Background: an optimization exercise with open tools, aiming at small area, a short achievable clock period and few clock cycles. Do not read the settings as production practice.
Where RTL was checked, it was by simulation tests only, not by an equivalence proof against the original.
Only the layout flow was run in runs 4 and 5; the RTL was not checked for function there.

===== design/flow/config.mk =====
export PLATFORM = sky130hd
export DESIGN_NAME = Riscv_core
export DESIGN_NICKNAME = Riscv_core
export VERILOG_FILES = /design/flow/design.v
export SDC_FILE = /design/flow/constraint.sdc
export NUM_CORES = 8
export LEC_CHECK = 0
export ABC_AREA = 1
export CAP_MARGIN = 30
export CORE_MARGIN = 2
export CORE_UTILIZATION = 40
export CTS_BUF_LIST = sky130_fd_sc_hd__clkbuf_4 sky130_fd_sc_hd__clkbuf_8
export CTS_CLUSTER_SIZE = 30
export PLACE_DENSITY = 0.55
export SLEW_MARGIN = 20
export SETUP_SLACK_MARGIN = 17
export BUFFER_PORTS_ARGS = -buffer_cell sky130_fd_sc_hd__buf_4

===== design/flow/constraint.sdc =====
create_clock -name core_clock -period 24.0 [get_ports {clk}]
set_input_delay 4.8000 -clock core_clock [delete_from_list [all_inputs] [get_ports {clk}]]
set_output_delay 4.8000 -clock core_clock [all_outputs]
set_load 0.01 [all_outputs]

===== design/flow/design.v =====
`timescale 1ns/1ns
module Riscv_core
    (
        input                   clk,
        input                   rst_n,
        output  [13:0]          rom_addr,    
        input   [31:0]          inst,
        output  [31:0]          dmem_addr,   
        input   [31:0]          dmem_rdata,  
        output  [31:0]          dmem_wdata,  
        output  [3:0]           dmem_wmask   
    );
    integer     k;
    reg  [31:2] pc_f;
    reg         d_valid;
    reg  [31:0] d_ir;
    reg  [31:2] d_pc;
    reg  [31:2] e_pc;
    reg         e_pred;      
    reg         e_next;      
    reg         e_skip;      
    reg  [31:0] e_a, e_b, e_imm;
    reg  [4:0]  e_rd;
    reg  [2:0]  e_f3;
    reg         e_alt;       
    reg         e_use_b;     
    reg         e_wen, e_aluop, e_load, e_store, e_branch, e_jal, e_jalr;
    reg         e_lui, e_auipc, e_mul, e_div;
    reg  [31:0] m_val, m_wdata;
    reg  [4:0]  m_rd;
    reg  [2:0]  m_f3;
    reg         m_wen, m_load, m_store, m_neg;
    reg  [31:0] rf [1:31];
    wire [31:0] op2   = e_use_b ? e_b : e_imm;
    wire        sub   = e_branch | (e_aluop & ((e_use_b & e_alt & (e_f3 == 3'b000)) |
                                               (e_f3 == 3'b010) | (e_f3 == 3'b011)));
    wire [32:0] sum   = {1'b0, e_a} + {1'b0, op2 ^ {32{sub}}} + {32'd0, sub};
    wire        ltu   = ~sum[32];
    wire        lts   = (e_a[31] != op2[31]) ? e_a[31] : sum[31];
    wire        eq    = (e_a == e_b);
    wire        sh_left = ~e_f3[2];
    wire        sh_fill = e_alt & e_f3[2] & e_a[31];
    reg  [31:0] sh_v, sh_out;
    always @(*) begin
        for (k = 0; k < 32; k = k + 1) sh_v[k] = sh_left ? e_a[31-k] : e_a[k];
        if (op2[4]) sh_v = {{16{sh_fill}}, sh_v[31:16]};
        if (op2[3]) sh_v = {{8{sh_fill}},  sh_v[31:8]};
        if (op2[2]) sh_v = {{4{sh_fill}},  sh_v[31:4]};
        if (op2[1]) sh_v = {{2{sh_fill}},  sh_v[31:2]};
        if (op2[0]) sh_v = {sh_fill,       sh_v[31:1]};
        for (k = 0; k < 32; k = k + 1) sh_out[k] = sh_left ? sh_v[31-k] : sh_v[k];
    end
    reg  [31:0] alu_out;
    always @(*) begin
        case (e_f3)
            3'b000: alu_out = sum[31:0];
            3'b001: alu_out = sh_out;
            3'b010: alu_out = {31'd0, lts};
            3'b011: alu_out = {31'd0, ltu};
            3'b100: alu_out = e_a ^ op2;
            3'b101: alu_out = sh_out;
            3'b110: alu_out = e_a | op2;
            default: alu_out = e_a & op2;
        endcase
    end
    wire [31:2] pc4    = e_pc + 30'd1;
    wire [31:2] e_tgt  = e_pc + e_imm[31:2];
    wire        br_c   = e_f3[2] ? (e_f3[1] ? ltu : lts) : eq;
    wire        taken  = e_branch & (br_c ^ e_f3[0]);
    wire        d_fp;
    wire        kill   = taken & e_skip & ~d_fp;
    wire        redirect = e_jalr | (e_branch & ~e_next & ~kill & (taken ^ e_pred));
    wire [31:2] redirect_pc = e_jalr ? sum[31:2] : e_pred ? pc4 : e_tgt;
    reg  [31:0] e_res;
    always @(*) begin
        if (e_jal | e_jalr)  e_res = {pc4, 2'b00};
        else if (e_lui)      e_res = e_imm;
        else if (e_auipc)    e_res = {e_tgt, 2'b00};
        else if (e_aluop)    e_res = alu_out;
        else                 e_res = sum[31:0];       
    end
    reg  [4:0]  md_cnt;
    wire        m_sa = (e_f3[1:0] == 2'b01) | (e_f3[1:0] == 2'b10);    
    wire        m_sb = (e_f3[1:0] == 2'b01);                            
    reg  [33:0] mh;            
    reg  [23:0] ml;            
    reg         mprev;         
    wire        m_last3 = (md_cnt[1:0] == 2'd3);
    wire        m_top  = m_last3 & ~m_sb & e_b[7];
    wire [41:0] m_as   = {{10{m_sa & e_a[31]}}, e_a};
    wire [8:0]  m_bits = {e_b[7:0], mprev};
    reg  [41:0] m_row [0:3];
    reg  [41:0] m_x;
    reg         m_one, m_two, m_ng;
    reg  [41:0] m_sel;
    always @(*) begin
        m_x = m_top ? {m_as[33:0], 8'd0} : 42'd0;
        for (k = 0; k < 4; k = k + 1) begin
            m_one = m_bits[2*k+1] ^ m_bits[2*k];
            m_two = (m_bits[2*k+2] & ~m_bits[2*k+1] & ~m_bits[2*k]) |
                    (~m_bits[2*k+2] & m_bits[2*k+1] & m_bits[2*k]);
            m_ng  = m_bits[2*k+2];
            m_sel = ({42{m_one}} & m_as) | ({42{m_two}} & {m_as[40:0], 1'b0});
            m_row[k] = (m_sel ^ {42{m_ng}}) << (2 * k);
            m_x[2*k] = m_ng;
        end
    end
    wire [41:0] m_hin  = {{8{mh[33]}}, mh};
    wire [41:0] m_s1 = m_hin ^ m_row[0] ^ m_row[1];
    wire [41:0] m_c1 = {(m_hin[40:0] & m_row[0][40:0]) | (m_hin[40:0] & m_row[1][40:0]) |
                        (m_row[0][40:0] & m_row[1][40:0]), 1'b0};
    wire [41:0] m_s2 = m_row[2] ^ m_row[3] ^ m_x;
    wire [41:0] m_c2 = {(m_row[2][40:0] & m_row[3][40:0]) | (m_row[2][40:0] & m_x[40:0]) |
                        (m_row[3][40:0] & m_x[40:0]), 1'b0};
    wire [41:0] m_s3 = m_s1 ^ m_c1 ^ m_s2;
    wire [41:0] m_c3 = {(m_s1[40:0] & m_c1[40:0]) | (m_s1[40:0] & m_s2[40:0]) |
                        (m_c1[40:0] & m_s2[40:0]), 1'b0};
    wire [41:0] m_s4 = m_s3 ^ m_c3 ^ m_c2;
    wire [41:0] m_c4 = {(m_s3[40:0] & m_c3[40:0]) | (m_s3[40:0] & m_c2[40:0]) |
                        (m_c3[40:0] & m_c2[40:0]), 1'b0};
    wire [41:0] m_sum  = m_s4 + m_c4;
    wire        m_rest = (e_b[31:7] == 25'd0) | (m_sb & (e_b[31:7] == {25{1'b1}}));
    wire        mul_end = m_last3 | m_rest;
    wire [63:0] m_ext = {{22{m_sum[41]}}, m_sum};
    reg  [63:0] m_p;
    always @(*) begin
        case (md_cnt[1:0])
            2'd0:    m_p = m_ext;
            2'd1:    m_p = {m_ext[55:0], ml[23:16]};
            2'd2:    m_p = {m_ext[47:0], ml[23:8]};
            default: m_p = {m_ext[39:0], ml};
        endcase
    end
    wire [31:0] mul_out = (e_f3[1:0] == 2'b00) ? m_p[31:0] : m_p[63:32];
    wire        d_signed = ~e_f3[0];
    wire        d_na  = d_signed & e_a[31];
    wire        d_nb  = d_signed & e_b[31];
    wire        d_bz  = (e_b == 32'd0);
    wire [31:0] d_ca  = d_na ? ~e_a : e_a;
    wire [31:0] d_cb  = d_nb ? ~e_b : e_b;
    wire [5:0]  d_lza, d_lzb;
    Lzc32 u_lza (.v(d_ca), .lz(d_lza));
    Lzc32 u_lzb (.v(d_cb), .lz(d_lzb));
    wire [6:0]  d_nq  = {1'b0, d_lzb} - {1'b0, d_lza} + (d_na ? 7'd2 : 7'd1);
    wire [4:0]  d_n   = (d_bz | (~d_nq[6] & (d_nq[5:0] > 6'd32))) ? 5'd16 :
                        d_nq[6] ? 5'd0 : (d_nq[5:0] + 6'd1) >> 1;
    reg  [31:0] d_r, d_q;
    reg  [4:0]  d_left;
    wire [31:0] d_ua  = d_na ? -e_a : e_a;
    wire [63:0] d_rot = {d_ua, d_ua} >> {d_n[3:0], 1'b0};
    reg  [31:0] d_r0, d_q0;
    always @(*) begin
        for (k = 0; k < 32; k = k + 1) begin
            d_r0[k] = (k < 32 - 2 * d_n) ? d_rot[k] : 1'b0;
            d_q0[k] = (k < 32 - 2 * d_n) ? 1'b0 : d_rot[k];
        end
    end
    wire [32:0] d_nd = d_nb ? {1'b1, e_b} : {1'b1, ~e_b};
    reg  [31:0] d_r1, d_q1;
    reg  [32:0] d_t, d_diff;
    always @(*) begin
        d_r1 = d_r;
        d_q1 = d_q;
        for (k = 0; k < 2; k = k + 1) begin
            d_t    = {d_r1, d_q1[31]};
            d_diff = d_t + d_nd + {32'd0, ~d_nb};
            d_q1   = {d_q1[30:0], ~d_diff[32]};
            d_r1   = d_diff[32] ? d_t[31:0] : d_diff[31:0];
        end
    end
    wire        d_last  = (d_left == 5'd0);
    wire [31:0] div_out = e_f3[1] ? (d_last ? d_r : d_r1) : (d_last ? d_q : d_q1);
    wire        div_neg = e_f3[1] ? d_na : ((d_na ^ d_nb) & ~d_bz);
    wire        d_c0 = (md_cnt == 5'd0);
    wire        e_done = ~(e_mul | e_div) | (e_mul & mul_end) |
                         (e_div & ~d_c0 & (d_left <= 5'd1));
    always @(posedge clk or negedge rst_n) begin
        if (!rst_n)
            md_cnt <= 5'd0;
        else if (e_done)
            md_cnt <= 5'd0;
        else
            md_cnt <= md_cnt + 5'd1;
    end
    wire        m_go = e_mul & ~e_done;
    always @(posedge clk) begin
        mh    <= m_go ? m_sum[41:8] : 34'd0;
        ml    <= {m_sum[7:0], ml[23:8]};
        mprev <= m_go & e_b[7];
        if (d_c0) begin
            d_r    <= d_r0;
            d_q    <= d_q0;
            d_left <= d_n;
        end else begin
            d_r    <= d_r1;
            d_q    <= d_q1;
            d_left <= d_left - 5'd1;
        end
    end
    assign dmem_addr  = m_val;
    assign dmem_wdata = m_wdata;
    reg  [3:0]  wmask;
    always @(*) begin
        case (m_f3[1:0])
            2'b00:   wmask = 4'b0001 << m_val[1:0];
            2'b01:   wmask = m_val[1] ? 4'b1100 : 4'b0011;
            default: wmask = 4'b1111;
        endcase
    end
    assign dmem_wmask = m_store ? wmask : 4'b0000;
    reg  [7:0]  ld_b;
    reg  [15:0] ld_h;
    reg  [31:0] ld_data;
    always @(*) begin
        case (m_val[1:0])
            2'b00: ld_b = dmem_rdata[7:0];
            2'b01: ld_b = dmem_rdata[15:8];
            2'b10: ld_b = dmem_rdata[23:16];
            default: ld_b = dmem_rdata[31:24];
        endcase
        ld_h = m_val[1] ? dmem_rdata[31:16] : dmem_rdata[15:0];
        case (m_f3[1:0])
            2'b00:   ld_data = {{24{~m_f3[2] & ld_b[7]}}, ld_b};
            2'b01:   ld_data = {{16{~m_f3[2] & ld_h[15]}}, ld_h};
            default: ld_data = dmem_rdata;
        endcase
    end
    wire [31:0] wb = m_load ? ld_data : m_neg ? -m_val : m_val;
    always @(posedge clk) begin
        if (m_wen)
            rf[m_rd] <= wb;
    end
    always @(posedge clk or negedge rst_n) begin
        if (!rst_n) begin
            m_wen   <= 1'b0;
            m_load  <= 1'b0;
            m_store <= 1'b0;
        end else begin
            m_wen   <= e_done & e_wen;
            m_load  <= e_done & e_load;
            m_store <= e_done & e_store;
        end
    end
    always @(posedge clk) begin
        m_val   <= e_mul ? mul_out : e_div ? div_out : e_res;
        m_neg   <= e_div & div_neg;
        m_rd    <= e_rd;
        m_f3    <= e_f3;
        case (e_f3[1:0])
            2'b00:   m_wdata <= {4{e_b[7:0]}};
            2'b01:   m_wdata <= {2{e_b[15:0]}};
            default: m_wdata <= e_b;
        endcase
    end
    wire [6:0]  op   = d_ir[6:0];
    wire [4:0]  rs1  = d_ir[19:15];
    wire [4:0]  rs2  = d_ir[24:20];
    wire [4:0]  rd   = d_ir[11:7];
    wire        d_r_type  = (op == 7'b0110011);
    wire        d_i_alu   = (op == 7'b0010011);
    wire        d_ld      = (op == 7'b0000011);
    wire        d_st      = (op == 7'b0100011);
    wire        d_br      = (op == 7'b1100011);
    wire        d_jal     = (op == 7'b1101111);
    wire        d_jalr    = (op == 7'b1100111);
    wire        d_lui     = (op == 7'b0110111);
    wire        d_auipc   = (op == 7'b0010111);
    wire        d_m       = d_r_type & d_ir[25];
    reg  [31:0] d_imm;
    always @(*) begin
        if (d_st)
            d_imm = {{20{d_ir[31]}}, d_ir[31:25], d_ir[11:7]};
        else if (d_br)
            d_imm = {{20{d_ir[31]}}, d_ir[7], d_ir[30:25], d_ir[11:8], 1'b0};
        else if (d_jal)
            d_imm = {{12{d_ir[31]}}, d_ir[19:12], d_ir[20], d_ir[30:21], 1'b0};
        else if (d_lui | d_auipc)
            d_imm = {d_ir[31:12], 12'd0};
        else
            d_imm = {{20{d_ir[31]}}, d_ir[31:20]};
    end
    wire        use1 = ~(d_lui | d_auipc | d_jal);
    wire        use2 = d_r_type | d_st | d_br;
    wire        e_late = e_load | e_mul | e_div;
    wire        hazard = d_valid & ~kill & e_wen & e_late &
                         ((use1 & (rs1 == e_rd)) | (use2 & (rs2 == e_rd)));
    reg  [31:0] rf1, rf2;
    always @(*) begin
        rf1 = 32'd0;
        rf2 = 32'd0;
        for (k = 1; k < 32; k = k + 1) begin
            rf1 = rf1 | ({32{rs1 == k}} & rf[k]);
            rf2 = rf2 | ({32{rs2 == k}} & rf[k]);
        end
    end
    wire        fe1 = e_wen & (e_rd == rs1);
    wire        fe2 = e_wen & (e_rd == rs2);
    wire        fm1 = m_wen & (m_rd == rs1);
    wire        fm2 = m_wen & (m_rd == rs2);
    wire [31:0] rv1 = (rs1 == 5'd0) ? 32'd0 : fe1 ? e_res : fm1 ? wb : rf1;
    wire [31:0] rv2 = (rs2 == 5'd0) ? 32'd0 : fe2 ? e_res : fm2 ? wb : rf2;
    wire        go   = e_done & ~redirect & ~hazard;    
    wire        take = go & d_valid & ~kill;
    wire        d_next = (d_imm == 32'd4);
    wire        d_pred = d_br & d_imm[31];
    assign      d_fp   = d_valid & (d_jal | d_pred);
    assign rom_addr = pc_f[15:2];
    wire        f_jal  = (inst[6:0] == 7'b1101111);
    wire        f_bb   = (inst[6:0] == 7'b1100011) & inst[31];
    wire [31:2] f_imm  = f_jal ? {{12{inst[31]}}, inst[19:12], inst[20], inst[30:22]} :
                                 {{20{inst[31]}}, inst[7], inst[30:25], inst[11:9]};
    wire [31:2] f_tgt  = pc_f + f_imm;
    always @(posedge clk or negedge rst_n) begin
        if (!rst_n) begin
            pc_f     <= 30'd0;
            d_valid  <= 1'b0;
            e_wen    <= 1'b0;
            e_aluop  <= 1'b0;
            e_load   <= 1'b0;
            e_store  <= 1'b0;
            e_branch <= 1'b0;
            e_jal    <= 1'b0;
            e_jalr   <= 1'b0;
            e_lui    <= 1'b0;
            e_auipc  <= 1'b0;
            e_mul    <= 1'b0;
            e_div    <= 1'b0;
        end else if (e_done) begin
            if (redirect) begin
                pc_f    <= redirect_pc;
                d_valid <= 1'b0;
            end else if (~hazard) begin
                pc_f    <= (f_jal | f_bb) ? f_tgt : pc_f + 30'd1;
                d_valid <= 1'b1;
            end
            e_wen    <= take & (rd != 5'd0) &
                        (d_r_type | d_i_alu | d_ld | d_jal | d_jalr | d_lui | d_auipc);
            e_aluop  <= take & ((d_r_type & ~d_ir[25]) | d_i_alu);
            e_load   <= take & d_ld;
            e_store  <= take & d_st;
            e_branch <= take & d_br;
            e_jal    <= take & d_jal;
            e_jalr   <= take & d_jalr;
            e_lui    <= take & d_lui;
            e_auipc  <= take & d_auipc;
            e_mul    <= take & d_m & ~d_ir[14];
            e_div    <= take & d_m & d_ir[14];
        end
    end
    always @(posedge clk) begin
        if (go) begin
            d_ir <= inst;
            d_pc <= pc_f;
        end
        e_pc    <= d_pc;
        e_pred  <= d_pred;
        e_next  <= d_next;
        e_skip  <= (d_imm == 32'd8);
        e_imm   <= d_imm;
        e_alt   <= d_ir[30];
        e_use_b <= d_r_type | d_br;
        if (e_done) begin
            e_a     <= rv1;
            e_b     <= rv2;
            e_rd    <= rd;
            e_f3    <= d_ir[14:12];
        end else if (e_mul) begin
            e_b     <= {{8{m_sb & e_b[31]}}, e_b[31:8]};
        end
    end
endmodule
module Lzc32
    (
        input  [31:0] v,
        output [5:0]  lz
    );
    wire        z16 = ~|v[31:16];
    wire [15:0] v16 = z16 ? v[15:0] : v[31:16];
    wire        z8  = ~|v16[15:8];
    wire [7:0]  v8  = z8 ? v16[7:0] : v16[15:8];
    wire        z4  = ~|v8[7:4];
    wire [3:0]  v4  = z4 ? v8[3:0] : v8[7:4];
    wire        z2  = ~|v4[3:2];
    wire [1:0]  v2  = z2 ? v4[1:0] : v4[3:2];
    wire        z1  = ~v2[1];
    assign lz = (z16 & z8 & z4 & z2 & ~v2[1] & ~v2[0]) ? 6'd32 : {1'b0, z16, z8, z4, z2, z1};
endmodule

===== design/flow/flow/run.sh =====
#!/bin/bash
# Standard layout, with the timing repair aiming for a setup margin and
# ordinary buffers (not delay cells) on the ports.
cp standard.sh standard_sh.txt
cp config.mk config_mk_my.txt
echo "export SETUP_SLACK_MARGIN = 17" >> config.mk
echo "export BUFFER_PORTS_ARGS = -buffer_cell sky130_fd_sc_hd__buf_4" >> config.mk
bash standard.sh > standard.log 2>&1

===== design/flow/standard.sh =====
#!/bin/bash
# synth_recipe.tcl (not shown) runs the flow's synth.tcl, then flattens the netlist and writes it again
# the make line also repeats each setting of config.mk as NAME=value (left out here)
make -C /OpenROAD-flow-scripts/flow DESIGN_CONFIG=/design/flow/config.mk WORK_HOME=/design/flow/orfs CLKGATE_MAP_FILE= SYNTH_SCRIPT=/design/flow/synth_recipe.tcl "${@:-finish}"

==> metrics.md, run 1 <==
| Metric | Value |
|---|---|
| Status | `no timing/DRC/antenna violations` |
| RSZ-0062 raised after global routing | `yes` |
| Vias in the first global route | `about 87,000` |
| WP buf/inv | `3` |
| GRT Total Usage | `0.409` |
| Multi-input logic area | `47,100 um2` |
| Sink Count | `1,444` |
| CP Launch Type | `flop` |
| Post-Synthesis Cells | `11,065` |
| Worst min-delay path category | `reg2reg` |
| Worst setup margin | `17,050 ps` |
| Clock Latency Late Sink | `1100 ps` |
| Setup Skew | `107 ps` |
| Syn Nets | `between 10,000 and 15,000` |
| Synth warnings | `2` |
| Die area | `235,000 um2` |
| Initial core utilization | `0.402` |
| PortBufs | `between 100 and 150` |
| Max Cap Viol | `0` |
| Syn Area/Cell | `~8.4 um2` |
| Fin crit period | `between 6000 and 7000 ps` |
| Total core area | `approximately 230,000 um2` |
| Final setup fails | `0` |
| Slew headroom | `0.200` |
| Arr. time, crit path | `2150 ps` |
| Final WL | `504,000 um` |
| Count of final hold-check violations | `0` |
| Crit-path leading delay family | `flip-flops` |
| TritonCTS clock tree | `built` |
| DRT Pass-1 Iters | `10` |
| Post-Place Worst Slack | `around 15,000 ps` |
| EDFF count, synth | `1,126` |
| Crit path largest cell delay | `390 ps` |
| Crit path max-delay cell type | `dfxtp_4` |
| Die W | `485 um` |
| Filler Cell Count | `22,481` |
| Critical path required time | `between 15,000 and 20,000 ps` |
| CP Class | `reg2out` |
| Final Slew Violations | `0` |
| Synth area leaders | `edfxtp_1 37%, nand2_1 10%, dfxtp_1 5.8%, inv_1 5.2%, o21ai_0 4.9%` |
| DR vias | `approximately 93,000` |
| TNS Setup | `0 ps` |
| Top Ports | `148` |
| Share of the synthesized area in the top cell type | `0.366` |
| Layout Utilization | `0.473` |
| Drt wl/cell | `between 30 and 40 um` |
| Sequential area share after synthesis | `0.437` |
| # H-tree levels | `5` |
| Period Utilization, post-route | `0.289` |
| Asr flop ratio synth | `0.0346` |
| Element type at the critical path end | `primary output` |
| # rows | `around 180` |
| Worst-path fanout max | `4` |
| Seq. cell area | `40,400 um2` |
| Upper clock frequency limit | `144 MHz` |
| DP HPWL | `~350,000 um` |
| CTS Buf Count | `285` |
| Grt total ovfl | `0` |
| CP Cell Sequence | `clkinvlp_4, nand2_4, nor2_1, inv_1, nand2_2, a21oi_2, buf_4` |
| Syn Std Cell Area | `92,500 um2` |
| Initial antenna violation count | `30` |
| Share of cells above drive strength 1 | `0.155` |
| DRT iter0 DRCs | `14,497` |
| Cell taking the most area after synthesis | `edfxtp_1` |
| Top FF cell, synth | `edfxtp_1` |
| DR vias/cell | `about 6.3` |
| Gpl congestion | `between 1 and 1.5` |
| Clk buf depth | `4` |
| Global-route wire length before repair | `680,000 um` |
| Layout Area Growth over Synthesis | `17.6%` |
| DRC | `0` |
| Register bit total from synthesis | `1,444` |
| Fin nets | `12,082` |
| Synth cell types | `78` |
| Worst-margin pin slew | `1190 ps` |
| Root Buffer | `clkbuf_8` |
| Clk slew on worst S/H paths | `70 ps` |
| Largest net degree at the start of global routing | `between 90 and 100` |
| Routed Antenna Nets | `0` |
| Die outline height | `485 um` |
==> cell usage in the layout (no fill, tap or decap), types with 28 or more instances in the layout <==
cell,netlist,final
a2111oi_0,69,46
a211oi_1,37,36
a21oi_1,516,478
a221oi_1,219,219
a31oi_1,52,45
buf_12,1,28
buf_4,19,675
clkbuf_4,0,90
clkbuf_8,0,304
clkinv_1,27,67
clkinv_2,1,35
clkinvlp_4,0,29
dfrtp_1,50,50
dfxtp_1,268,263
edfxtp_1,1126,1126
fa_1,148,144
ha_1,297,273
inv_1,1287,1237
inv_2,42,63
nand2_1,2481,2403
nand2_2,21,79
nand3_1,474,460
nand4_1,135,135
nor2_1,700,613
nor2_2,7,46
nor2_4,0,48
nor3_1,60,55
nor4_1,70,58
o2111ai_1,86,86
o211ai_1,128,128
o21ai_0,910,846
o21ai_1,105,116
o21ai_2,8,53
o21bai_1,35,31
o221ai_1,76,74
o22ai_1,311,310
or2_2,59,59
xnor2_1,110,109
xor2_1,346,325
==> per-stage QoR <==
| step | cell area, um2 | instances | hold slack [ps] |
|---|---|---|---|
| 5_1_grt | 109000 | 14796 | 346 |
| 3_3_place_gp | 98300 | 14028 | 325 |
| 6_report | 109000 | 14811 | 330 |
| 3_5_place_dp | 98700 | 14057 | 327 |
| 4_1_cts | 106000 | 14634 | 318 |
| 2_1_floorplan | 92600 | 11065 | 323 |
==> worst register-to-register path: cells and delay by family (launching register included) <==
kind                     cells  cell delay (ps)
buffers and inverters        9             1210
AND/OR/NAND/NOR             26             3190
adder cells (fa/ha/maj)      2              900
flip-flops                   1              450
AO/OA/AOI/OAI                4              550
XOR/XNOR                     2              480
==> state kept, by name (all words and copies together), names as in the netlist, 3 cells and up <==
register and cells:
d_left 5, md_cnt 5, pc_f 30, d_pc 30
d_ir 32, e_rd 5, d_q 32, m_f3 3
m_val 32, e_imm 32, e_pc 30, d_r 32
m_wdata 32, rf 992, mh 34, m_rd 5
e_b 32, e_f3 3, ml 24, e_a 32
==> kinds of logic after synthesis <==
| logic type | count (synthesis) | synth area share |
|---|---|---|
| AND/OR/NAND/NOR | 4048 | 0.182 |
| AO/OA/AOI/OAI | 2719 | 0.182 |
| buffers and inverters | 1922 | 0.0801 |
| flip-flops | 1444 | 0.437 |
| XOR/XNOR | 463 | 0.0444 |
| adder cells (fa/ha/maj) | 445 | 0.0722 |
| multiplexers | 24 | 0.00260 |
==> per-layer routing <==
metal  track usage  wire, um
met1         0.502    183000
met2         0.613    214000
met3         0.122     61600
met4         0.293     44600
met5       0.00429       303
==> layout make-up <==
type                            count  share of cell area
Antenna cell                       17            0.000391
Clock buffer                      389              0.0443
Clock inverter                     95             0.00521
Inverter                         1358              0.0484
Multi-Input combinational cell   7705               0.433
Sequential cell                  1444               0.372
Tap cell                         3026              0.0348
Timing Repair Buffer              769              0.0613
Timing Repair inverter              8            0.000552
==> synth_stat cells, types with 50 or more instances <==
cell type / instances
fa_1: 148
xor2_1: 346
xnor2_1: 110
nand4_1: 135
nor4_1: 70
clkbuf_1: 460
nand2_1: 2481
o211ai_1: 128
nor2_1: 700
dfrtp_1: 50
ha_1: 297
a21oi_1: 516
o21ai_1: 105
o21ai_0: 910
nand3_1: 474
o221ai_1: 76
inv_1: 1287
a2111oi_0: 69
edfxtp_1: 1126
o2111ai_1: 86
dfxtp_1: 268
o22ai_1: 311
or2_2: 59
nor3_1: 60
a31oi_1: 52
a221oi_1: 219
==> repair_timing <==
action	in CTS	in global routing
cloned	10	22
pin swaps	38	141
hold buffers	0	0
resized for setup	210	361
setup endpoints to repair	221	225
setup buffers	83	121
==> final timing paths <==
| check | from | end | slack, ps | cells past startpoint |
|---|---|---|---|---|
| hold / removal | ml[10] | ml[2] | 330 | 0 |
| min in group asynchronous | rst_n | pc_f[30] | 3600 | 1 |
| setup reg to reg | e_f3[0] | d_q[14] | 17070 | 43 |
| hold reg to reg | ml[10] | ml[2] | 330 | 0 |
| setup / recovery | m_f3[1] | dmem_wmask[2] | 17050 | 7 |
| max in group asynchronous | rst_n | md_cnt[0] | 19760 | 2 |
Testbench counts, summed over its fixed seeds: cycles 35,921.
==> run 2: changes to the inputs <==
--- a/design/flow/config.mk
+++ b/design/flow/config.mk
@@ -10,5 +10,6 @@
 export CORE_MARGIN = 2
 export CORE_UTILIZATION = 40
-export CTS_BUF_LIST = sky130_fd_sc_hd__clkbuf_4 sky130_fd_sc_hd__clkbuf_8
+export CTS_BUF_LIST = sky130_fd_sc_hd__clkbuf_16
+export CTS_CLUSTER_DIAMETER = 60
 export CTS_CLUSTER_SIZE = 30
 export PLACE_DENSITY = 0.55
==> metrics.md, run 2 <==
| Metric | Value |
|---|---|
| Status | `complete, but fails checks (was no timing/DRC/antenna violations)` |
| Layout check failures | `capacitance limit, slew limit` |
| CTS Buf Count | `134 (was 285)` |
| Hold_sp | `d_pc[25] (was ml[10])` |
| Hold Crit Depth | `0 (unchanged)` |
| Syn Nets | `11,576 (unchanged)` |
| Die W | `485 um (unchanged)` |
| DRC | `0 (unchanged)` |
| Top-count cell post-synth | `nand2_1 (unchanged)` |
| Max reg flops | `992 (unchanged)` |
| Start of the worst register-to-register path | `e_f3[0] (unchanged)` |
| Cell taking the most area after synthesis | `edfxtp_1 (unchanged)` |
| Worst r2r path cells | `39 (was 43)` |
| DRT Pass-1 Iters | `8 (was 10)` |
| Setup Skew | `75.3 ps (was 107 ps)` |
| Synth area leaders | `edfxtp_1 37%, nand2_1 10%, dfxtp_1 5.8%, inv_1 5.2%, o21ai_0 4.9% (unchanged)` |
| Element type at the critical path end | `flop (was primary output)` |
| PortBufs | `147 (unchanged)` |
| Worst hold margin | `342 ps (was 330 ps)` |
| Final Slew Violations | `3 (was 0)` |
| TNS Setup | `0 ps (unchanged)` |
| Asr flop ratio synth | `0.0346 (unchanged)` |
| Die area | `235,000 um2 (unchanged)` |
| # rows | `176 (unchanged)` |
| Top Ports | `148 (unchanged)` |
| Root Buffer | `clkbuf_16 (was clkbuf_8)` |
| Slew headroom | `-0.169 (was 0.200)` |
| CP Class | `in2reg (was reg2out)` |
| Biggest register | `rf (unchanged)` |
| Hold EP | `e_pc[25] (was ml[2])` |
| Filler Cell Count | `22,345 (was 22,481)` |
| Final WL | `502,000 um (was 504,000 um)` |
| Vias in the first global route | `85,663 (was 86,979)` |
| RSZ-0062 raised after global routing | `yes (unchanged)` |
| Clock Latency Late Sink | `860 ps (was 1100 ps)` |
| Fin crit period | `7100 ps (was 6950 ps)` |
| Worst r2r dst | `d_q[20] (was d_q[14])` |
| TritonCTS clock tree | `built (unchanged)` |
| Top flop regs | `rf: 992 flops, mh: 34 flops (unchanged)` |
| Worst-margin pin slew | `1740 ps (was 1190 ps)` |
| Worst min-delay path category | `reg2reg (unchanged)` |
| DP HPWL | `354,000 um (unchanged)` |
| Share of the synthesized area in the top cell type | `0.366 (unchanged)` |
| Arr. time, crit path | `7830 ps (was 2150 ps)` |
| DRT iter0 DRCs | `13,709 (was 14,497)` |
| Initial antenna violation count | `41 (was 30)` |
| Synth cell types | `78 (unchanged)` |
| Post-CTS Hold Buffers | `0 (unchanged)` |
| Commonest non-fill, non-tap cell in the layout | `nand2_1 (unchanged)` |
| Share of cells above drive strength 1 | `0.142 (was 0.155)` |
| Syn Area/Cell | `8.36 um2 (unchanged)` |
| Drt wl/cell | `34.4 um (was 34.0 um)` |
| GRT Total Usage | `0.407 (was 0.409)` |
| Worst-path fanout max | `5 (was 4)` |
| Gpl congestion | `1.03 (unchanged)` |
| Largest net degree at the start of global routing | `93 (unchanged)` |
| Most frequent cells after synthesis | `2,481 x nand2_1, 1,287 x inv_1, 1,126 x edfxtp_1, 910 x o21ai_0, 700 x nor2_1 (unchanged)` |
| DR vias | `92,450 (was 93,061)` |
| Die outline height | `485 um (unchanged)` |
| Critical path required time | `24,720 ps (was 19,200 ps)` |
| Register bit total from synthesis | `1,444 (unchanged)` |
| Clk buf depth | `3 (was 4)` |
| Period Utilization, post-route | `0.296 (was 0.289)` |
| Grt total ovfl | `0 (unchanged)` |
| Sequential area share after synthesis | `0.437 (unchanged)` |
| Final setup fails | `0 (unchanged)` |
| Most frequent cells in the layout | `2,405 x nand2_1, 1,247 x inv_1, 1,126 x edfxtp_1 (was 2,403 x nand2_1, 1,237 x inv_1, 1,126 x edfxtp_1)` |
| Synth warnings | `2 (unchanged)` |
| Fin nets | `11,954 (was 12,082)` |
| Max Cap Viol | `1 (was 0)` |
| Global-route wire length before repair | `675,000 um (was 680,000 um)` |
| Count of final hold-check violations | `0 (unchanged)` |
| Layout Area Growth over Synthesis | `17.5% (was 17.6%)` |
| Initial core utilization | `0.402 (unchanged)` |
| CP Launch Type | `input port (was flop)` |
| FF-to-FF setup slack | `17,030 ps (was 17,070 ps)` |
| Total core area | `230,000 um2 (unchanged)` |
| DR vias/cell | `6.33 (was 6.28)` |
| Post-Synthesis Cells | `11,065 (unchanged)` |
| Top FF cell, synth | `edfxtp_1 (unchanged)` |
| Syn Std Cell Area | `92,500 um2 (unchanged)` |
| Upper clock frequency limit | `141 MHz (was 144 MHz)` |
| # H-tree levels | `4 (was 5)` |
| EDFF count, synth | `1,126 (unchanged)` |
| Clk slew on worst S/H paths | `70 ps (about the same)` |
| Sink Count | `1,444 (unchanged)` |
| Routed Antenna Nets | `0 (unchanged)` |
run 2: cell counts after synthesis:
Identical to the previous run, type by type.
run 2: worst max-delay path by stage:
stage / startpoint / to / slack, ps
after floorplan: inst[6] / pc_f[25] / 16220
after global placement: e_f3[0] / d_q[28] / 14900
after detailed placement: e_b[31] / d_q[28] / 14900
after CTS: dmem_rdata[15] / e_a[26] / 16880
after global routing: inst[6] / pc_f[28] / 16750
final: inst[6] / pc_f[23] / 16900
run 2: per-layer routing:
metal  vias to the layer above  part of all wire  track usage
met4                        31             0.089        0.295
met2                      6635              0.43        0.608
met5                         -           0.00051      0.00184
met1                     44990              0.36        0.497
li1                      39142                 -            -
met3                      1652              0.12        0.123
run 2: what timing repair did:
action | CTS | global route
endpoints found under the setup margin | 233 | 244
cloned | 10 | 22
resized for setup | 232 | 395
hold endpoints to repair | 0 | 0
pin swaps | 59 | 122
setup buffers | 99 | 129
run 2: worst max-delay path, cell delays in order:
cell,delay [ps]
buf_8,90
nand2_8,50
nor4_4,290
buf_4,200
inv_8,50
nand2_8,70
buf_6,120
nand2_2,50
inv_2,60
ha_4,210
a21oi_2,130
nand2_1,80
nand2_1,60
nand2_1,60
a21oi_2,170
o21ai_2,90
a21boi_2,190
o21ai_2,80
a21boi_2,180
buf_4,150
inv_2,40
a21oi_4,150
o21bai_1,90
xnor2_1,170
o21ai_1,90
nand2_1,60
nand2_1,50
run 2: cell families after synthesis:
kind of cell,Yosys count,share of synthesized area
multiplexers,24,0.00260
XOR/XNOR,463,0.0444
AND/OR/NAND/NOR,4048,0.182
AO/OA/AOI/OAI,2719,0.182
buffers and inverters,1922,0.0801
flip-flops,1444,0.437
adder cells (fa/ha/maj),445,0.0722
run 2: stage by stage:
| step | utilization | setup WS, ps | instance area [um2] | cells |
|---|---|---|---|---|
| floorplan | - | 16220 | 92600 | 11065 |
| global placement | 0.428 | 14900 | 98300 | 14028 |
| detailed placement | 0.429 | 14900 | 98700 | 14057 |
| CTS | 0.458 | 16880 | 105000 | 14414 |
| global route | 0.472 | 16750 | 109000 | 14583 |
| finish | 0.473 | 16900 | 109000 | 14600 |
run 2: cell type report:
class | count | area, um2 | area share
antenna | 19 | 47.5 | 0.000438
clock buffer | 135 | 3380 | 0.0311
clock inverter | 113 | 1350 | 0.0124
inverter | 1358 | 5280 | 0.0486
multi-input combinational | 7706 | 47300 | 0.436
sequential | 1444 | 40400 | 0.372
tap | 3026 | 3790 | 0.0348
timing repair buffer | 794 | 6990 | 0.0643
timing repair inverter | 5 | 38.8 | 0.000357
==> run 3: changes to the inputs <==
--- a/design/flow/config.mk
+++ b/design/flow/config.mk
@@ -11,6 +11,6 @@
 export CORE_UTILIZATION = 40
 export CTS_BUF_LIST = sky130_fd_sc_hd__clkbuf_16
-export CTS_CLUSTER_DIAMETER = 60
-export CTS_CLUSTER_SIZE = 30
+export CTS_CLUSTER_DIAMETER = 80
+export CTS_CLUSTER_SIZE = 40
 export PLACE_DENSITY = 0.55
 export SLEW_MARGIN = 20
==> metrics.md, run 3 <==
| Metric | Value |
|---|---|
| Clk slew on worst S/H paths | `80 ps (was 70 ps)` |
| Clock Latency Late Sink | `850 ps (was 860 ps)` |
| Global-route wire length before repair | `674,000 um (was 675,000 um)` |
| Final Slew Violations | `0 (was 3)` |
| Synth cell types | `78 (unchanged)` |
| Vias in the first global route | `85,218 (was 85,663)` |
| Syn Area/Cell | `8.36 um2 (unchanged)` |
| Total core area | `230,000 um2 (unchanged)` |
| Most frequent cells after synthesis | `2,481 x nand2_1, 1,287 x inv_1, 1,126 x edfxtp_1, 910 x o21ai_0, 700 x nor2_1 (unchanged)` |
| Worst hold margin | `346 ps (was 342 ps)` |
| Max reg flops | `992 (unchanged)` |
| Initial core utilization | `0.402 (unchanged)` |
| EDFF count, synth | `1,126 (unchanged)` |
| # H-tree levels | `3 (was 4)` |
| Final setup fails | `0 (unchanged)` |
| Routed Antenna Nets | `0 (unchanged)` |
| Fin nets | `11,940 (was 11,954)` |
| Synth warnings | `2 (unchanged)` |
| Syn Nets | `11,576 (unchanged)` |
| Final WL | `502,000 um (about the same)` |
| Worst r2r path cells | `48 (was 39)` |
| Asr flop ratio synth | `0.0346 (unchanged)` |
| Grt total ovfl | `0 (unchanged)` |
| Most frequent cells in the layout | `2,390 x nand2_1, 1,243 x inv_1, 1,126 x edfxtp_1 (was 2,405 x nand2_1, 1,247 x inv_1, 1,126 x edfxtp_1)` |
| Count of final hold-check violations | `0 (unchanged)` |
| Hold_sp | `d_pc[25] (unchanged)` |
| Top Ports | `148 (unchanged)` |
| Top-count cell post-synth | `nand2_1 (unchanged)` |
| Syn Std Cell Area | `92,500 um2 (unchanged)` |
| Initial antenna violation count | `37 (was 41)` |
| GRT Total Usage | `0.406 (was 0.407)` |
| Fin crit period | `7090 ps (was 7100 ps)` |
| Die W | `485 um (unchanged)` |
| # rows | `176 (unchanged)` |
| Die outline height | `485 um (unchanged)` |
| Setup Skew | `87.2 ps (was 75.3 ps)` |
| Biggest register | `rf (unchanged)` |
| Share of the synthesized area in the top cell type | `0.366 (unchanged)` |
| Commonest non-fill, non-tap cell in the layout | `nand2_1 (unchanged)` |
| CP Launch Type | `input port (unchanged)` |
| Critical path required time | `24,670 ps (was 24,720 ps)` |
| Hold Crit Depth | `0 (unchanged)` |
| PortBufs | `147 (unchanged)` |
| Sequential area share after synthesis | `0.437 (unchanged)` |
| Share of cells above drive strength 1 | `0.144 (was 0.142)` |
| Sink Count | `1,444 (unchanged)` |
| TNS Setup | `0 ps (unchanged)` |
| Worst-margin pin slew | `1160 ps (was 1740 ps)` |
| Arr. time, crit path | `7760 ps (was 7830 ps)` |
| Post-Synthesis Cells | `11,065 (unchanged)` |
| Post-CTS Hold Buffers | `0 (unchanged)` |
| Layout Cells excl Fill | `14,551 (was 14,600)` |
| RSZ-0062 raised after global routing | `yes (unchanged)` |
| Clk buf depth | `3 (unchanged)` |
| DRC | `0 (unchanged)` |
| Filler Cell Count | `22,357 (was 22,345)` |
| Critical path startpoint | `inst[6] (unchanged)` |
| Worst-path fanout max | `4 (was 5)` |
| CTS Buf Count | `96 (was 134)` |
| DRT iter0 DRCs | `13,795 (was 13,709)` |
| Die area | `235,000 um2 (unchanged)` |
| Element type at the critical path end | `flop (unchanged)` |
| Seq. cell area | `40,400 um2 (about the same)` |
| DP Area | `98,700 um2 (unchanged)` |
| Top FF cell, synth | `edfxtp_1 (unchanged)` |
| CP Class | `in2reg (unchanged)` |
| Gpl congestion | `1.03 (unchanged)` |
| Layout Utilization | `0.470 (was 0.473)` |
| Synth area leaders | `edfxtp_1 37%, nand2_1 10%, dfxtp_1 5.8%, inv_1 5.2%, o21ai_0 4.9% (unchanged)` |
| Cell taking the most area after synthesis | `edfxtp_1 (unchanged)` |
| Drt wl/cell | `34.5 um (was 34.4 um)` |
| Status | `no timing/DRC/antenna violations (was complete, but fails checks)` |
| Worst min-delay path category | `reg2reg (unchanged)` |
| Finished Cell Area | `108,000 um2 (was 109,000 um2)` |
| DP HPWL | `354,000 um (unchanged)` |
| Slew headroom | `0.225 (was -0.169)` |
| Layout Area Growth over Synthesis | `16.8% (was 17.5%)` |
| Root Buffer | `clkbuf_16 (unchanged)` |
| Period Utilization, post-route | `0.295 (was 0.296)` |
| Upper clock frequency limit | `141 MHz (about the same)` |
| Multi-input logic area | `47,500 um2 (was 47,300 um2)` |
| Top flop regs | `rf: 992 flops, mh: 34 flops (unchanged)` |
| DR vias | `91,817 (was 92,450)` |
| Placed insts | `14,057 (unchanged)` |
| Largest net degree at the start of global routing | `93 (unchanged)` |
| Max Cap Viol | `0 (was 1)` |
| Start of the worst register-to-register path | `e_f3[0] (unchanged)` |
| Register bit total from synthesis | `1,444 (unchanged)` |
| DR vias/cell | `6.31 (was 6.33)` |
| DRT Pass-1 Iters | `10 (was 8)` |
| TritonCTS clock tree | `built (unchanged)` |
## run 3: per-layer routing
| layer | routed length, um | track usage |
|---|---|---|
| met1 | 182000 | 0.498 |
| met2 | 214000 | 0.609 |
| met3 | 61100 | 0.120 |
| met4 | 44100 | 0.289 |
| met5 | 258 | 0.00184 |
## run 3: critical path, cell delays in order
cell      delay (ps)
buf_8             90
nand2_8           50
nor4_4           230
buf_4            190
buf_6            120
nand2_2           50
nand2_1           60
nand2_1           60
inv_2             70
ha_4             220
a21oi_2          120
nand2_1           80
nand2_1           80
nand2_1           60
a21oi_2          160
o21ai_2           80
a21boi_2         180
o21ai_2           80
a21boi_2         170
o21ai_2           80
a21boi_2         190
o21bai_1         100
xor2_1           170
nand3_1           80
nand2_1           50
nand2_1           50
nand2_1           50
## run 3: area by class of cell
cell class              count  area share
diodes                     14    0.000324
clock buffers              97      0.0225
clock inverters            83      0.0112
inverters                1358      0.0487
multi-input cells        7705       0.440
flip-flops and latches   1444       0.374
well taps                3026      0.0351
repair buffers            819      0.0676
repair inverters            5    0.000324
## run 3: what timing repair did
action | in CTS | in global routing
pin swaps | 66 | 138
cloned | 11 | 23
setup buffers | 107 | 143
setup endpoints to repair | 237 | 223
gates resized for setup | 259 | 443
## run 3: final timing paths
| path | end | slack (ps) |
|---|---|---|
| worst max register to register | d_r[20] | 17020 |
| worst min register to register | e_pc[25] | 350 |
| worst max-delay path | pc_f[25] | 16910 |
| max in group asynchronous | e_aluop | 19520 |
| worst min-delay path | e_pc[25] | 350 |
| min in group asynchronous | pc_f[31] | 3880 |
## run 3: cell families (layout without fill, tap and decap cells)
logic type / count (synthesis) / count (layout) / share of synthesized area
AOI/OAI and AO/OA: 2719 / 2719 / 0.182
xor gates and xnor gates: 463 / 463 / 0.0444
buffers and inverters: 1922 / 2362 / 0.0801
other: 0 / 14 / 0
and+or+nand+nor: 4048 / 4054 / 0.182
DFF: 1444 / 1444 / 0.437
muxes: 24 / 24 / 0.00260
adders and majority gates: 445 / 445 / 0.0722
## run 3: metrics by stage
step                      worst slack [ps]
after floorplan                      16220
after global placement               14900
after detailed placement             14900
after CTS                            16920
after global routing                 16720
final                                16910
==> run 4: changes to the inputs <==
--- a/design/flow/design.v
+++ b/design/flow/design.v
@@ -143,5 +143,7 @@
     Lzc32 u_lzb (.v(d_cb), .lz(d_lzb));
     wire [6:0]  d_nq  = {1'b0, d_lzb} - {1'b0, d_lza} + (d_na ? 7'd2 : 7'd1);
-    wire [4:0]  d_n   = (d_bz | (~d_nq[6] & (d_nq[5:0] > 6'd32))) ? 5'd16 :
+    wire        d_b1  = (e_b == 32'd1) | (d_nb & (e_b == 32'hffffffff));
+    wire [4:0]  d_n   = d_bz ? 5'd0 :
+                        (d_b1 | (~d_nq[6] & (d_nq[5:0] > 6'd32))) ? 5'd16 :
                         d_nq[6] ? 5'd0 : (d_nq[5:0] + 6'd1) >> 1;
     reg  [31:0] d_r, d_q;
@@ -190,6 +192,6 @@
         if (d_c0) begin
             d_r    <= d_r0;
-            d_q    <= d_q0;
-            d_left <= d_n;
+            d_q    <= d_q0 | {32{d_bz}};
+            d_left <= (d_bz | d_b1) ? 5'd0 : d_n;
         end else begin
             d_r    <= d_r1;
--- a/design/flow/config.mk
+++ b/design/flow/config.mk
@@ -10,7 +10,6 @@
 export CORE_MARGIN = 2
 export CORE_UTILIZATION = 40
-export CTS_BUF_LIST = sky130_fd_sc_hd__clkbuf_16
-export CTS_CLUSTER_DIAMETER = 80
-export CTS_CLUSTER_SIZE = 40
+export CTS_BUF_LIST = sky130_fd_sc_hd__clkbuf_8
+export CTS_CLUSTER_SIZE = 24
 export PLACE_DENSITY = 0.55
 export SLEW_MARGIN = 20
==> metrics.md, run 4 <==
| Metric | Value |
|---|---|
| Routed Antenna Nets | `0 (unchanged)` |
| Initial antenna violation count | `32 (was 37)` |
| Grt total ovfl | `0 (unchanged)` |
| Synth warnings | `2 (unchanged)` |
| Final WL | `485,000 um (was 502,000 um)` |
| Worst-path fanout max | `5 (was 4)` |
| CP Launch Type | `input port (unchanged)` |
| Count of final hold-check violations | `0 (unchanged)` |
| Commonest non-fill, non-tap cell in the layout | `nand2_1 (unchanged)` |
| Post-CTS Hold Buffers | `0 (unchanged)` |
| Top FF cell, synth | `edfxtp_1 (unchanged)` |
| Drt wl/cell | `32.9 um (was 34.5 um)` |
| Largest net degree at the start of global routing | `96 (was 93)` |
| CP Class | `in2reg (unchanged)` |
| Biggest register | `rf (unchanged)` |
| Most frequent cells after synthesis | `2,517 x nand2_1, 1,213 x inv_1, 1,126 x edfxtp_1, 929 x o21ai_0, 714 x nor2_1 (was 2,481 x nand2_1, 1,287 x inv_1, 1,126 x edfxtp_1, 910 x o21ai_0, 700 x nor2_1)` |
| Grt met2 use | `0.578 (was 0.609)` |
| Placed insts | `13,945 (was 14,057)` |
| Arr. time, crit path | `8330 ps (was 7760 ps)` |
| Global-route wire length before repair | `657,000 um (was 674,000 um)` |
| Vias in the first global route | `84,566 (was 85,218)` |
| Status | `no timing/DRC/antenna violations (unchanged)` |
| Post-Synthesis Cells | `10,994 (was 11,065)` |
| Grt met3 use | `0.109 (was 0.120)` |
| Hold EP | `e_pc[12] (was e_pc[25])` |
| # H-tree levels | `5 (was 3)` |
| Worst min-delay path category | `reg2reg (unchanged)` |
| DRC | `0 (unchanged)` |
| DRT Pass-1 Iters | `8 (was 10)` |
| Post-Synth XOR/XNOR Area | `0.0451 (was 0.0444)` |
| Post-synthesis compound-gate area fraction | `0.185 (was 0.182)` |
| Synth area leaders | `edfxtp_1 37%, nand2_1 10%, dfxtp_1 5.8%, o21ai_0 5.0%, inv_1 4.9% (was edfxtp_1 37%, nand2_1 10%, dfxtp_1 5.8%, inv_1 5.2%, o21ai_0 4.9%)` |
| Clk slew on worst S/H paths | `60 ps (was 80 ps)` |
| Start of the worst register-to-register path | `e_a[22] (was e_f3[0])` |
| Worst-margin pin slew | `1180 ps (was 1160 ps)` |
| Final Slew Violations | `0 (unchanged)` |
| Grt met1 use | `0.516 (was 0.498)` |
| Worst r2r path cells | `45 (was 48)` |
| Sequential area share after synthesis | `0.438 (was 0.437)` |
| Multi-input logic area | `48,100 um2 (was 47,500 um2)` |
| Crit path largest cell delay | `300 ps (was 230 ps)` |
| Largest family of logic cells by synthesized area | `compound AO/OA/AOI/OAI gates (unchanged)` |
| Top Ports | `148 (unchanged)` |
| Layout Cells excl Fill | `14,719 (was 14,551)` |
| Hold_sp | `d_pc[12] (was d_pc[25])` |
| Upper clock frequency limit | `135 MHz (was 141 MHz)` |
| Syn Area/Cell | `8.39 um2 (was 8.36 um2)` |
| DP Area | `98,200 um2 (was 98,700 um2)` |
| Clk buf depth | `4 (was 3)` |
| Share of cells above drive strength 1 | `0.156 (was 0.144)` |
| Seq. cell area | `40,400 um2 (about the same)` |
| Top flop regs | `rf: 992 flops, mh: 34 flops (unchanged)` |
| Element type at the critical path end | `flop (unchanged)` |
| DP HPWL | `341,000 um (was 354,000 um)` |
| Period Utilization, post-route | `0.308 (was 0.295)` |
| Asr flop ratio synth | `0.0346 (unchanged)` |
| Layout Area Growth over Synthesis | `18.7% (was 16.8%)` |
| Fin nets | `12,001 (was 11,940)` |
| FF-to-FF setup slack | `17,100 ps (was 17,020 ps)` |
| Synth cell types | `79 (was 78)` |
| GRT Total Usage | `0.394 (was 0.406)` |
| Slew headroom | `0.210 (was 0.225)` |
| Root Buffer | `clkbuf_8 (was clkbuf_16)` |
| # rows | `176 (unchanged)` |
| EDFF count, synth | `1,126 (unchanged)` |
| Filler Cell Count | `22,310 (was 22,357)` |
| Worst r2r dst | `d_q[5] (was d_r[20])` |
| Gpl congestion | `1.04 (was 1.03)` |
| Max Cap Viol | `0 (unchanged)` |
| Most frequent cells in the layout | `2,434 x nand2_1, 1,247 x inv_1, 1,126 x edfxtp_1 (was 2,390 x nand2_1, 1,243 x inv_1, 1,126 x edfxtp_1)` |
| DR vias | `91,658 (was 91,817)` |
| Gr busiest metal | `met2 (unchanged)` |
| Clock Latency Late Sink | `1110 ps (was 850 ps)` |
| Sink Count | `1,444 (unchanged)` |
| Total core area | `230,000 um2 (about the same)` |
| Initial core utilization | `0.402 (about the same)` |
| DR vias/cell | `6.23 (was 6.31)` |
| Critical path required time | `24,940 ps (was 24,670 ps)` |
| Synth Area in Adders | `0.0724 (was 0.0722)` |
| Hold Crit Depth | `0 (unchanged)` |
| Die W | `484 um (was 485 um)` |
| Synth Area in Simple Gates | `0.180 (was 0.182)` |
| Fin crit period | `7400 ps (was 7090 ps)` |
| Mux share of post-synthesis cell area | `0.00250 (was 0.00260)` |
| Syn Nets | `11,505 (was 11,576)` |
| CTS Buf Count | `281 (was 96)` |
| Syn Std Cell Area | `92,200 um2 (was 92,500 um2)` |
| Top-count cell post-synth | `nand2_1 (unchanged)` |
| Finished Cell Area | `109,000 um2 (was 108,000 um2)` |
| Crit path max-delay cell type | `nor4_4 (unchanged)` |
| RSZ-0062 raised after global routing | `yes (unchanged)` |
| Setup Skew | `102 ps (was 87.2 ps)` |
| Worst path most repeated cell | `nand2_1 (unchanged)` |
| TritonCTS clock tree | `built (unchanged)` |
| PortBufs | `147 (unchanged)` |
| Register bit total from synthesis | `1,444 (unchanged)` |
| Die area | `234,000 um2 (was 235,000 um2)` |
| TNS Setup | `0 ps (unchanged)` |
| Die outline height | `484 um (was 485 um)` |
| DRT iter0 DRCs | `14,409 (was 13,795)` |
| Max reg flops | `992 (unchanged)` |
| Final setup fails | `0 (unchanged)` |
| Share of the synthesized area in the top cell type | `0.367 (was 0.366)` |
| Cell taking the most area after synthesis | `edfxtp_1 (unchanged)` |
run 4: area by class of cell:
cell class / count / share of cell area
diodes: 10 / 0.000229
clock buffers: 303 / 0.0381
clock inverters: 173 / 0.00914
inverters: 1272 / 0.0456
multi-input cells: 7713 / 0.440
flip-flops and latches: 1444 / 0.369
well taps: 3026 / 0.0346
repair buffers: 767 / 0.0622
repair inverters: 11 / 0.000960
run 4: cells by family (layout without fill, tap and decap cells):
kind of cell / Yosys count / after routing
AO/OA/AOI/OAI: 2738 / 2738
XOR/XNOR: 474 / 474
adder cells (fa/ha/maj): 445 / 445
buffers and inverters: 1846 / 2526
flip-flops: 1444 / 1444
multiplexers: 23 / 23
other: 0 / 10
AND/OR/NAND/NOR: 4024 / 4033
run 4: metrics by stage:
stage | util | hold WS, ps | setup WS, ps
after floorplan | - | 323 | 16180
after global placement | 0.427 | 325 | 14350
after detailed placement | 0.428 | 327 | 14420
after CTS | 0.462 | 321 | 16690
after global routing | 0.477 | 342 | 16400
final | 0.477 | 330 | 16600
run 4: timing repair:
item                                    CTS  global route
cloned                                   13            17
setup buffers                           134           105
resized for setup                       349           532
pin swaps                                80           151
endpoints found under the setup margin  254           248
run 4: routing by layer:
layer / wire length [um] / up-vias
li1: - / 39243
met1: 189000 / 44401
met2: 202000 / 6547
met3: 58300 / 1441
met4: 35500 / 26
met5: 179 / -
run 4: worst max-delay path: cells and delay by family:
family,cells,cell delay [ps]
compound gates,4,450
buf+inv,6,960
fa+ha+maj,1,150
xor+xnor,1,170
simple gates,16,1780
run 4: worst max-delay path by stage:
stage          startpoint  cells past startpoint       end
4_1_cts           inst[3]                     31  pc_f[29]
3_5_place_dp      e_f3[0]                     35   d_q[29]
5_1_grt           inst[5]                     29  pc_f[31]
3_3_place_gp      e_f3[0]                     37   d_q[29]
6_report          inst[5]                     28  pc_f[31]
2_1_floorplan     inst[6]                     23  pc_f[28]
==> run 5: changes to the inputs <==
--- a/design/flow/design.v
+++ b/design/flow/design.v
@@ -310,7 +310,6 @@
     wire        f_jal  = (inst[6:0] == 7'b1101111);
     wire        f_bb   = (inst[6:0] == 7'b1100011) & inst[31];
-    wire [31:2] f_imm  = f_jal ? {{12{inst[31]}}, inst[19:12], inst[20], inst[30:22]} :
-                                 {{20{inst[31]}}, inst[7], inst[30:25], inst[11:9]};
-    wire [31:2] f_tgt  = pc_f + f_imm;
+    wire [31:2] f_tj   = pc_f + {{12{inst[31]}}, inst[19:12], inst[20], inst[30:22]};
+    wire [31:2] f_tb   = pc_f + {{20{inst[31]}}, inst[7], inst[30:25], inst[11:9]};
     always @(posedge clk or negedge rst_n) begin
         if (!rst_n) begin
@@ -333,5 +332,5 @@
                 d_valid <= 1'b0;
             end else if (~hazard) begin
-                pc_f    <= (f_jal | f_bb) ? f_tgt : pc_f + 30'd1;
+                pc_f    <= f_jal ? f_tj : f_bb ? f_tb : pc_f + 30'd1;
                 d_valid <= 1'b1;
             end
==> metrics.md, run 5 <==
| Metric | Value |
|---|---|
| Status | `no timing/DRC/antenna violations (unchanged)` |
| Die outline height | `487 um (was 484 um)` |
| Gr busiest metal | `met2 (unchanged)` |
| Grt total ovfl | `0 (unchanged)` |
| Sequential area share after synthesis | `0.433 (was 0.438)` |
| EDFF count, synth | `1,126 (unchanged)` |
| Upper clock frequency limit | `139 MHz (was 135 MHz)` |
| Syn Nets | `11,800 (was 11,505)` |
| Setup Skew | `115 ps (was 102 ps)` |
| Root Buffer | `clkbuf_8 (unchanged)` |
| Biggest register | `rf (unchanged)` |
| DRT Pass-1 Iters | `7 (was 8)` |
| Share of the synthesized area in the top cell type | `0.362 (was 0.367)` |
| Register bit total from synthesis | `1,444 (unchanged)` |
| Max reg flops | `992 (unchanged)` |
| Global-route wire length before repair | `714,000 um (was 657,000 um)` |
| Layout Utilization | `0.478 (was 0.477)` |
| Filler Cell Count | `22,441 (was 22,310)` |
| Worst-path fanout max | `16 (was 5)` |
| Element type at the critical path end | `flop (unchanged)` |
| Seq. cell area | `40,400 um2 (about the same)` |
| Fin nets | `12,304 (was 12,001)` |
| Largest net degree at the start of global routing | `98 (was 96)` |
| Clk buf depth | `4 (unchanged)` |
| CP Class | `reg2reg (was in2reg)` |
| Worst path most repeated cell | `nor2_4 (was nand2_1)` |
| DRC | `0 (unchanged)` |
| Max Cap Viol | `0 (unchanged)` |
| Cell taking the most area after synthesis | `edfxtp_1 (unchanged)` |
| Syn Area/Cell | `8.27 um2 (was 8.39 um2)` |
| Synth area leaders | `edfxtp_1 36%, nand2_1 10%, dfxtp_1 5.7%, inv_1 5.3%, o21ai_0 4.8% (was edfxtp_1 37%, nand2_1 10%, dfxtp_1 5.8%, o21ai_0 5.0%, inv_1 4.9%)` |
| DR vias/cell | `6.38 (was 6.23)` |
| Top flop regs | `rf: 992 flops, mh: 34 flops (unchanged)` |
| # H-tree levels | `5 (unchanged)` |
| TritonCTS clock tree | `built (unchanged)` |
| Finished Cell Area | `111,000 um2 (was 109,000 um2)` |
| Initial antenna violation count | `46 (was 32)` |
| PortBufs | `147 (unchanged)` |
| Worst r2r path cells | `41 (was 45)` |
| Final setup fails | `0 (unchanged)` |
| Worst min-delay path category | `reg2reg (unchanged)` |
| Grt met1 use | `0.485 (was 0.516)` |
| Crit path largest cell delay | `540 ps (was 300 ps)` |
| GRT Total Usage | `0.431 (was 0.394)` |
| CP Launch Type | `flop (was input port)` |
| Crit path max-delay cell type | `fa_1 (was nor4_4)` |
| Final Slew Violations | `0 (unchanged)` |
| Arr. time, crit path | `8080 ps (was 8330 ps)` |
| FF-to-FF setup slack | `16,820 ps (was 17,100 ps)` |
| Worst hold margin | `300 ps (was 330 ps)` |
| DP HPWL | `372,000 um (was 341,000 um)` |
| Share of cells above drive strength 1 | `0.157 (was 0.156)` |
| Hold_sp | `d_pc[13] (was d_pc[12])` |
| Die area | `237,000 um2 (was 234,000 um2)` |
| # rows | `177 (was 176)` |
| Start of the worst register-to-register path | `e_f3[0] (was e_a[22])` |
| Worst r2r dst | `d_r[25] (was d_q[5])` |
| RSZ-0062 raised after global routing | `yes (unchanged)` |
| DP Area | `99,400 um2 (was 98,200 um2)` |
| Syn Std Cell Area | `93,400 um2 (was 92,200 um2)` |
| Routed Antenna Nets | `0 (unchanged)` |
| Asr flop ratio synth | `0.0346 (unchanged)` |
| Sink Count | `1,444 (unchanged)` |
| Total core area | `232,000 um2 (was 230,000 um2)` |
| Hold EP | `e_pc[13] (was e_pc[12])` |
| Multi-input logic area | `48,900 um2 (was 48,100 um2)` |
| Most frequent cells in the layout | `2,486 x nand2_1, 1,356 x inv_1, 1,126 x edfxtp_1 (was 2,434 x nand2_1, 1,247 x inv_1, 1,126 x edfxtp_1)` |
| Top Ports | `148 (unchanged)` |
| Hold Crit Depth | `0 (unchanged)` |
| Commonest non-fill, non-tap cell in the layout | `nand2_1 (unchanged)` |
| TNS Setup | `0 ps (unchanged)` |
| DRT iter0 DRCs | `14,583 (was 14,409)` |
| Clk slew on worst S/H paths | `60 ps (about the same)` |
| Clock Latency Late Sink | `1090 ps (was 1110 ps)` |
| Period Utilization, post-route | `0.299 (was 0.308)` |
| Initial core utilization | `0.402 (about the same)` |
| Drt wl/cell | `35.2 um (was 32.9 um)` |
| Worst-margin pin slew | `1260 ps (was 1180 ps)` |
| Gpl congestion | `1.10 (was 1.04)` |
| Synth warnings | `2 (unchanged)` |
| CTS Buf Count | `283 (was 281)` |
| Vias in the first global route | `89,973 (was 84,566)` |
| Layout Area Growth over Synthesis | `18.9% (was 18.7%)` |
| Final WL | `529,000 um (was 485,000 um)` |
| Synth cell types | `84 (was 79)` |
| Top FF cell, synth | `edfxtp_1 (unchanged)` |
| Die W | `487 um (was 484 um)` |
| Grt met3 use | `0.119 (was 0.109)` |
| Post-Synthesis Cells | `11,289 (was 10,994)` |
| Count of final hold-check violations | `0 (unchanged)` |
| Post-CTS Hold Buffers | `0 (unchanged)` |
| Most frequent cells after synthesis | `2,598 x nand2_1, 1,324 x inv_1, 1,126 x edfxtp_1, 888 x o21ai_0, 729 x nor2_1 (was 2,517 x nand2_1, 1,213 x inv_1, 1,126 x edfxtp_1, 929 x o21ai_0, 714 x nor2_1)` |
| Slew headroom | `0.156 (was 0.210)` |
| Critical path required time | `24,900 ps (was 24,940 ps)` |
| Top-count cell post-synth | `nand2_1 (unchanged)` |
| Grt met2 use | `0.649 (was 0.578)` |
| DR vias | `96,100 (was 91,658)` |
| Fin crit period | `7180 ps (was 7400 ps)` |
## run 5: cell types whose count changed after synthesis, moves of 23 or more
cell      previous run  this run
nand2_1           2517      2598
inv_1             1213      1324
or2_2               62        38
nand3_1            422       517
o21ai_1             48       109
o211ai_1           132       106
o22ai_1            299       322
o21ai_0            929       888
a21oi_1            534       572
## run 5: worst max path at each step
| stage | from | to | depth (start not counted) |
|---|---|---|---|
| floorplan | inst[6] | pc_f[26] | 27 |
| global placement | e_f3[0] | d_r[16] | 37 |
| detailed placement | e_f3[0] | d_r[16] | 39 |
| CTS | m_val[1] | dmem_wmask[0] | 5 |
| global route | e_f3[0] | d_r[25] | 45 |
| finish | e_f3[0] | d_r[25] | 41 |
## run 5: cell type report
| cell class | count | area share |
|---|---|---|
| antenna | 26 | 0.000586 |
| clock buffer | 301 | 0.0373 |
| clock inverter | 178 | 0.00990 |
| inverter | 1377 | 0.0488 |
| multi-input combinational | 7893 | 0.441 |
| sequential | 1444 | 0.364 |
| tap | 3043 | 0.0343 |
| timing repair buffer | 789 | 0.0631 |
| timing repair inverter | 5 | 0.000620 |
## run 5: through the flow
step           instances  setup slack [ps]
2_1_floorplan      11289             15920
6_report           15056             16820
3_5_place_dp       14259             14810
4_1_cts            14842             16900
5_1_grt            15036             16620
3_3_place_gp       14236             14690
## run 5: what timing repair did
item                                    CTS  global route
gates cloned                             16            12
endpoints found under the setup margin  244           226
gates resized for setup                 302           576
pin swaps                                59           198
setup buffers                            88           161
## run 5: layer usage
| layer | vias to the layer above | part of all wire | routed length (um) |
|---|---|---|---|
| met1 | 46163 | 0.34 | 178000 |
| met3 | 2322 | 0.11 | 59800 |
| met2 | 7439 | 0.43 | 225000 |
| met4 | 24 | 0.13 | 66200 |
| met5 | - | 0.00028 | 148 |
| li1 | 40152 | - | - |
## run 5: cell families (layout without fill, tap and decap cells)
logic type                 Yosys count  count (layout)  share of synthesized area
AOI/OAI and AO/OA                 2745            2745                      0.181
DFF                               1444            1444                      0.433
other                                0              26                          0
and+or+nand+nor                   4218            4227                      0.187
muxes                               18              18                    0.00193
buffers and inverters             1961            2650                     0.0816
xor gates and xnor gates           458             458                     0.0434
adders and majority gates          445             445                     0.0715
## run 5: worst max-delay path, delay by kind of cell, from the launching register on
family / cells / cell delay [ps]
compound gates: 7 / 1140
flops: 1 / 460
simple gates: 15 / 1780
fa+ha+maj: 3 / 1090
buf+inv: 13 / 1980
xor+xnor: 3 / 540

[static timing again, ports no longer ideal]
No port has a modelled driver above. Below, the same layouts with a new extraction and two added sets of constraints. Step 1 (the two cells are an assumption about what drives the block):
set clk [get_ports {clk}]
set_driving_cell -lib_cell sky130_fd_sc_hd__clkbuf_16 $clk
set_driving_cell -lib_cell sky130_fd_sc_hd__buf_2 [delete_from_list [all_inputs] $clk]
Step 2 times the ports against the registers' clock, not the clock port: input delays grow and output delays shrink by t, the midpoint of the rising clock arrivals with the driver on. Three values: ideal, step 1, step 2; two values: the first two.
| run | t, ns | setup WS [ns] | hold slack, ns | cell pins on the clock port's net |
|---|---|---|---|---|
| run 1 | 1.146 | 17.052 / 16.961 / 15.969 | 0.330 / 0.330 / 0.330 | 1 |
| run 2 | 0.926 | 16.897 / 16.935 / 16.009 | 0.342 / 0.342 / 0.342 | 1 |
| run 3 | 0.905 | 16.911 / 16.954 / 16.049 | 0.346 / 0.346 / 0.346 | 1 |
| run 4 | 1.151 | 16.604 / 16.651 / 15.501 | 0.330 / 0.330 / 0.330 | 1 |
| run 5 | 1.121 | 16.819 / 16.819 / 15.772 | 0.300 / 0.300 / 0.300 | 1 |
The setup slack of run 4, which loses most, moves by +0.047 ns with the drivers and by -1.103 ns with both steps.
